From an optimization exercise on the open Yosys and OpenROAD flow, aimed at small area; shortcuts taken in it are not production practice.
No functional check of the RTL was part of any run shown here.
Power is estimated from default activity; no workload was simulated.

==> flow/design.v, too long to show whole: its modules and the start of the top module <==
// module alu_design: 7109 lines
// module c_inv: 3 lines
// module c_nand2: 3 lines
// module c_nor2: 3 lines
// module c_xor2: 3 lines
// module c_xnor2: 3 lines
// module c_aoi21: 3 lines
// module c_oai21: 3 lines
// module c_mux2i: 3 lines
module alu_design(clk_i,rst_i,valid_i,ready_o,operand_a,operand_b,operation,result);
  // ...
==> flow/run.sh <==
#!/bin/bash
# synth_recipe.tcl (not shown) runs the flow's synth.tcl, then flattens the netlist and writes it again
# the make line also repeats each setting of config.mk as NAME=value (left out here)
make -C /OpenROAD-flow-scripts/flow DESIGN_CONFIG=/design/flow/config.mk WORK_HOME=/design/flow/orfs CLKGATE_MAP_FILE= SYNTH_SCRIPT=/design/flow/synth_recipe.tcl finish
==> flow/config.mk <==
export PLATFORM = sky130hd
export DESIGN_NAME = alu_design
export DESIGN_NICKNAME = alu_design
export VERILOG_FILES = /design/flow/design.v
export SDC_FILE = /design/flow/constraint.sdc
export NUM_CORES = 4
export LEC_CHECK = 0
export CAP_MARGIN = 20
export CORE_MARGIN = 2
export CORE_UTILIZATION = 40
export PLACE_DENSITY = 0.6
export SLEW_MARGIN = 20
export SYNTH_HIERARCHICAL = 1
==> flow/constraint.sdc <==
create_clock -name core_clock -period 80.0 [get_ports {clk_i}]
set_input_delay 16.0000 -clock core_clock [delete_from_list [all_inputs] [get_ports {clk_i}]]
set_output_delay 16.0000 -clock core_clock [all_outputs]
set_load 0.01 [all_outputs]
==> results.json, run 1 <==
{
  "status": "timing/DRC/antenna clean",
  "drtIter0Drc": 2723,
  "fin_crit_sh_pct": 95.89,
  "route.vias.total": 29740,
  "synth_top_family_by_area": "XOR/XNOR gates",
  "yosysWarningCount": 7,
  "timing.final.ws_setup_ns": 3.290,
  "synth-compound-area-share_pct": 24.84,
  "die_width_um": 265.6,
  "nonClockInverterCount": 192,
  "hold_viol_final": 0,
  "crit_end": "result[24]$_SDFFE_PP0P_",
  "ys_ff_latch": 33,
  "internal_power_mw": 0.6399,
  "r2r_end": "result[20]$_SDFFE_PP0P_",
  "synthTopCellsByArea": "xnor2_1 (27%), mux2i_1 (21%), o21ai_1 (11%)",
  "worst-path-buf-inv": 55,
  "place_hpwl_um": 78290,
  "layout_commonest_cell": "xnor2_1",
  "rrSetupSlack_ns": 79.36,
  "largestClassByArea": "multi-input gates",
  "critPathKind": "primary input to flop",
  "nNetsFinal": 4433,
  "fin_skew_ns": 0,
  "netlist-cell-type-count": 42,
  "h-tree-depth": 2,
  "place_inst": 5184,
  "clock_power_share_pct": 1.4,
  "clockBufferCount": 7,
  "setup_viol": 0,
  "tns_ns": 0,
  "synth_xor_area_share_pct": 32.75,
  "clk_pin_slew_ns": 0.06,
  "grt_use_met2_pct": 46.00,
  "cp_top_family": "compound AO/OA/AOI/OAI gates",
  "num_antenna_cells": 1,
  "crit_path_max_fanout": 28,
  "power_mw": 1.557,
  "yosysMostFrequentCell": "xnor2_1",
  "required_ns": 80.23,
  "synthAdderAreaFrac_pct": 0,
  "overflow": 0
}
==> run 2, diff against run 1 <==
--- a/flow/config.mk
+++ b/flow/config.mk
@@ -9,4 +9,4 @@
 export CORE_MARGIN = 2
-export CORE_UTILIZATION = 40
-export PLACE_DENSITY = 0.6
+export CORE_UTILIZATION = 60
+export PLACE_DENSITY = 0.75
 export SLEW_MARGIN = 20
==> run 2 against run 1 <==
  * Maximum frequency is 0.51% lower
  * Cell count shrank 5.8%
  * Flip-flop and latch count did not move
  * Critical path type unchanged
  * Highest routed layer unchanged
==> results.json, run 2 <==
{
  "status": "timing/DRC/antenna clean",
  "power_mw": 1.533,
  "top_register": "result",
  "h-tree-depth": 2,
  "critPathKind": "primary input to flop",
  "insertion_delay_ns": 0.28,
  "max_stage_delay_ns": 0.59,
  "synth_enable_flop_cells": 0,
  "setup_viol": 0,
  "p_leak_nw": 13.72,
  "postSynthCellCount": 4040,
  "critical_path_arrival_ns": 77.32,
  "syn_to_final_growth_pct": 16.60,
  "post-route-util_pct": 70.65,
  "num-fill-cells": 3869,
  "drc": 0,
  "via_per_inst": 6.148,
  "drt_wl_total_um": 96790,
  "port-buffer-count": 102,
  "final_cell_mix": "xnor2_1 (840), nand2_1 (690), o21ai_1 (565)",
  "antenna_found_initial": 1,
  "power_density_nw_per_um2": 48.01,
  "drv_slew": 0,
  "cts_root_buf": "clkbuf_16",
  "hold_viol_final": 0,
  "cp-start-kind": "primary input",
  "overflow": 0,
  "critPathCaptureType": "flop",
  "crit_path_max_fanout": 31,
  "cpMostUsedCell": "a21oi_2",
  "firstDrtPassIters": 8,
  "cts_buffer_depth": 2,
  "fin_skew_ns": 0,
  "route.vias.total": 30330,
  "syn_area_um2": 27380,
  "netlist-cell-type-count": 42,
  "async_flop_share_pct": 0,
  "synth_flop_cell": "dfxtp_1",
  "clk_pin_slew_ns": 0.06,
  "rows": 78,
  "die-area_um2": 47360,
  "syn_area_per_cell_um2": 6.778,
  "largest_reg_flops": 32,
  "nNetsFinal": 4401,
  "synth.largest_area_cell": "xnor2_1",
  "place_hpwl_um": 71080,
  "hold_class": "flop to flop",
  "crit_path_top_delay_cell": "clkdlybuf4s50_1",
  "synth.net_count": 4110,
  "die_width_um": 217.6,
  "core_um2": 45190,
  "fin_crit_sh_pct": 96.38,
  "drive_gt1_share_pct": 16.39,
  "regArea_um2": 660.6,
  "layout_commonest_cell": "xnor2_1",
  "fmax_mhz": 12.97,
  "worst_pin_slew_ns": 1.150,
  "synthTopCellsByArea": "xnor2_1 (27%), mux2i_1 (21%), o21ai_1 (11%)",
  "dieHeight_um": 217.6,
  "yosysWarningCount": 7,
  "clkSinkCount": 33,
  "postCtsHoldBufs": 0,
  "seq_area_frac_synth_pct": 2.413,
  "ys_ff_latch": 33,
  "required_ns": 80.21,
  "numCtsBuffers": 5,
  "track_usage_pct": 37.83,
  "gp_congestion": 1.025,
  "first_global_vias": 27240,
  "design.portCount": 103,
  "drtIter0Drc": 3012,
  "yosysMostFrequentCell": "xnor2_1",
  "cap_violations": 0,
  "synth_common_cells": "xnor2_1 (842), nand2_1 (690), o21ai_1 (594), mux2i_1 (565), nor2_1 (328)",
  "yosysTopAreaCellShare_pct": 26.93,
  "multi_input_area_um2": 26710,
  "grt_pass1_wl_um": 144600,
  "ant_nets": 0,
  "initial_core_util_pct": 60.60,
  "largestRegisters": "result (32), ready_o (1)",
  "ir_drop_mv": 0.05620,
  "cts_tree": "built",
  "grt_max_degree": 49,
  "wl_per_cell_um": 19.62,
  "max-slew-margin-rel_pct": 22.69,
  "min_period_ns": 77.10
}
## run 2: cell counts after synthesis
No cell type changed its count.
## run 2: logic make-up (layout without fill, tap and decap cells)
logic type      count (synthesis)  in the layout  share of synthesized area (%)
buf+inv                       249            538                          3.491
mux                           565            565                          20.65
simple gates                 1097           1097                          15.84
flops                          33             33                          2.413
compound gates               1072           1075                          24.84
other cells                     0              1                              0
xor+xnor                     1024           1024                          32.75
## run 2: area by class of cell
cell class	instances	share of cell area, %
clock buffer	6	0.4037
inverter	192	2.257
antenna	1	0.007838
clock inverter	2	0.03135
tap	600	2.351
timing repair buffer	338	9.202
sequential	33	2.069
multi-input combinational	3761	83.68
## run 2: worst max-delay path, delay by kind of cell
kind | cells | cell delay (ns)
AO/OA/AOI/OAI | 171 | 30.42
XOR/XNOR | 31 | 6.67
buffers and inverters | 55 | 8.77
multiplexers | 32 | 11.33
AND/OR/NAND/NOR | 21 | 3.81
## run 2: modules after synthesis (local to each module, per instance)
module,cells,copies in the design,flip-flops and latches
alu_design,590,1,33
c_aoi21,1,278,0
c_inv,1,154,0
c_mux2i,1,528,0
c_nand2,1,620,0
c_nor2,1,252,0
c_oai21,1,594,0
c_xnor2,1,842,0
c_xor2,1,182,0
## run 2: metrics by stage
step           hold slack, ns  cell area [um^2]  TNS, ns  setup slack, ns  std cells
6_report               0.4527             31930        0            2.895       4933
5_1_grt                0.4737             31920   -11.32          -0.6162       4932
4_1_cts                0.4570             30600        0          0.05781       4875
3_5_place_dp           0.4489             30350   -37.28           -1.532       4857
3_3_place_gp           0.4421             30350        0           0.4717       4857
2_1_floorplan          0.4836             27490        0          0.04245       4040
## run 2: where the power goes
group	total, mW	internal, mW	switching (mW)
sequential	0.0252	0.0216	0.00362
clock	0.0190	0.0114	0.00755
combinational	1.49	0.593	0.896
## run 2: final timing paths
check	slack, ns	startpoint	endpoint	cells past startpoint
setup / recovery	2.90	operand_b[7]	result[17]$_SDFFE_PP0P_	310
hold / removal	0.45	result[29]$_SDFFE_PP0P_	result[29]$_SDFFE_PP0P_	2
setup reg to reg	79.34	result[12]$_SDFFE_PP0P_	result[12]$_SDFFE_PP0P_	1
hold reg to reg	0.45	result[29]$_SDFFE_PP0P_	result[29]$_SDFFE_PP0P_	2
## run 2: what timing repair did
action,CTS,global route
gates resized for setup,0,199
endpoints found under the setup margin,32,32
gates cloned,2,1
buffers inserted,8,56
pin swaps,3,27
## run 2: metal layers
| metal | vias up | part of all wire, % | global-route usage, % |
|---|---|---|---|
| li1 | 14540 | - | - |
| met1 | 13980 | 41 | 47.18 |
| met2 | 1471 | 44 | 62.97 |
| met3 | 339 | 9.0 | 5.314 |
| met4 | 0 | 6.1 | 19.98 |
| met5 | - | 0 | 0 |

==> port drivers added, routing unchanged <==
Ports are ideal in the flow. The routed layouts listed here were re-timed in OpenROAD. Step 1 assumes that a clkbuf_16 drives the clock port and a buf_2 every other input. Step 2 also shifts input and output timing later by t, the mid clock arrival at the registers, as if the neighbouring blocks saw the same clock. a / b / c = no drivers / after step 1 / after step 2; a / b = the first two.
| run | shift t [ns] | setup slack, ns | worst setup path at the end |
|---|---|---|---|
| run 1 | 0.312 | 3.290 / 3.295 / 2.983 | input to register |
| run 2 | 0.304 | 2.895 / 2.900 / 2.596 | input to register |
After both steps setup and hold are still met in every run listed. The setup slack of run 1, which loses most, moves by +0.005 ns with the drivers and by -0.307 ns with both steps.
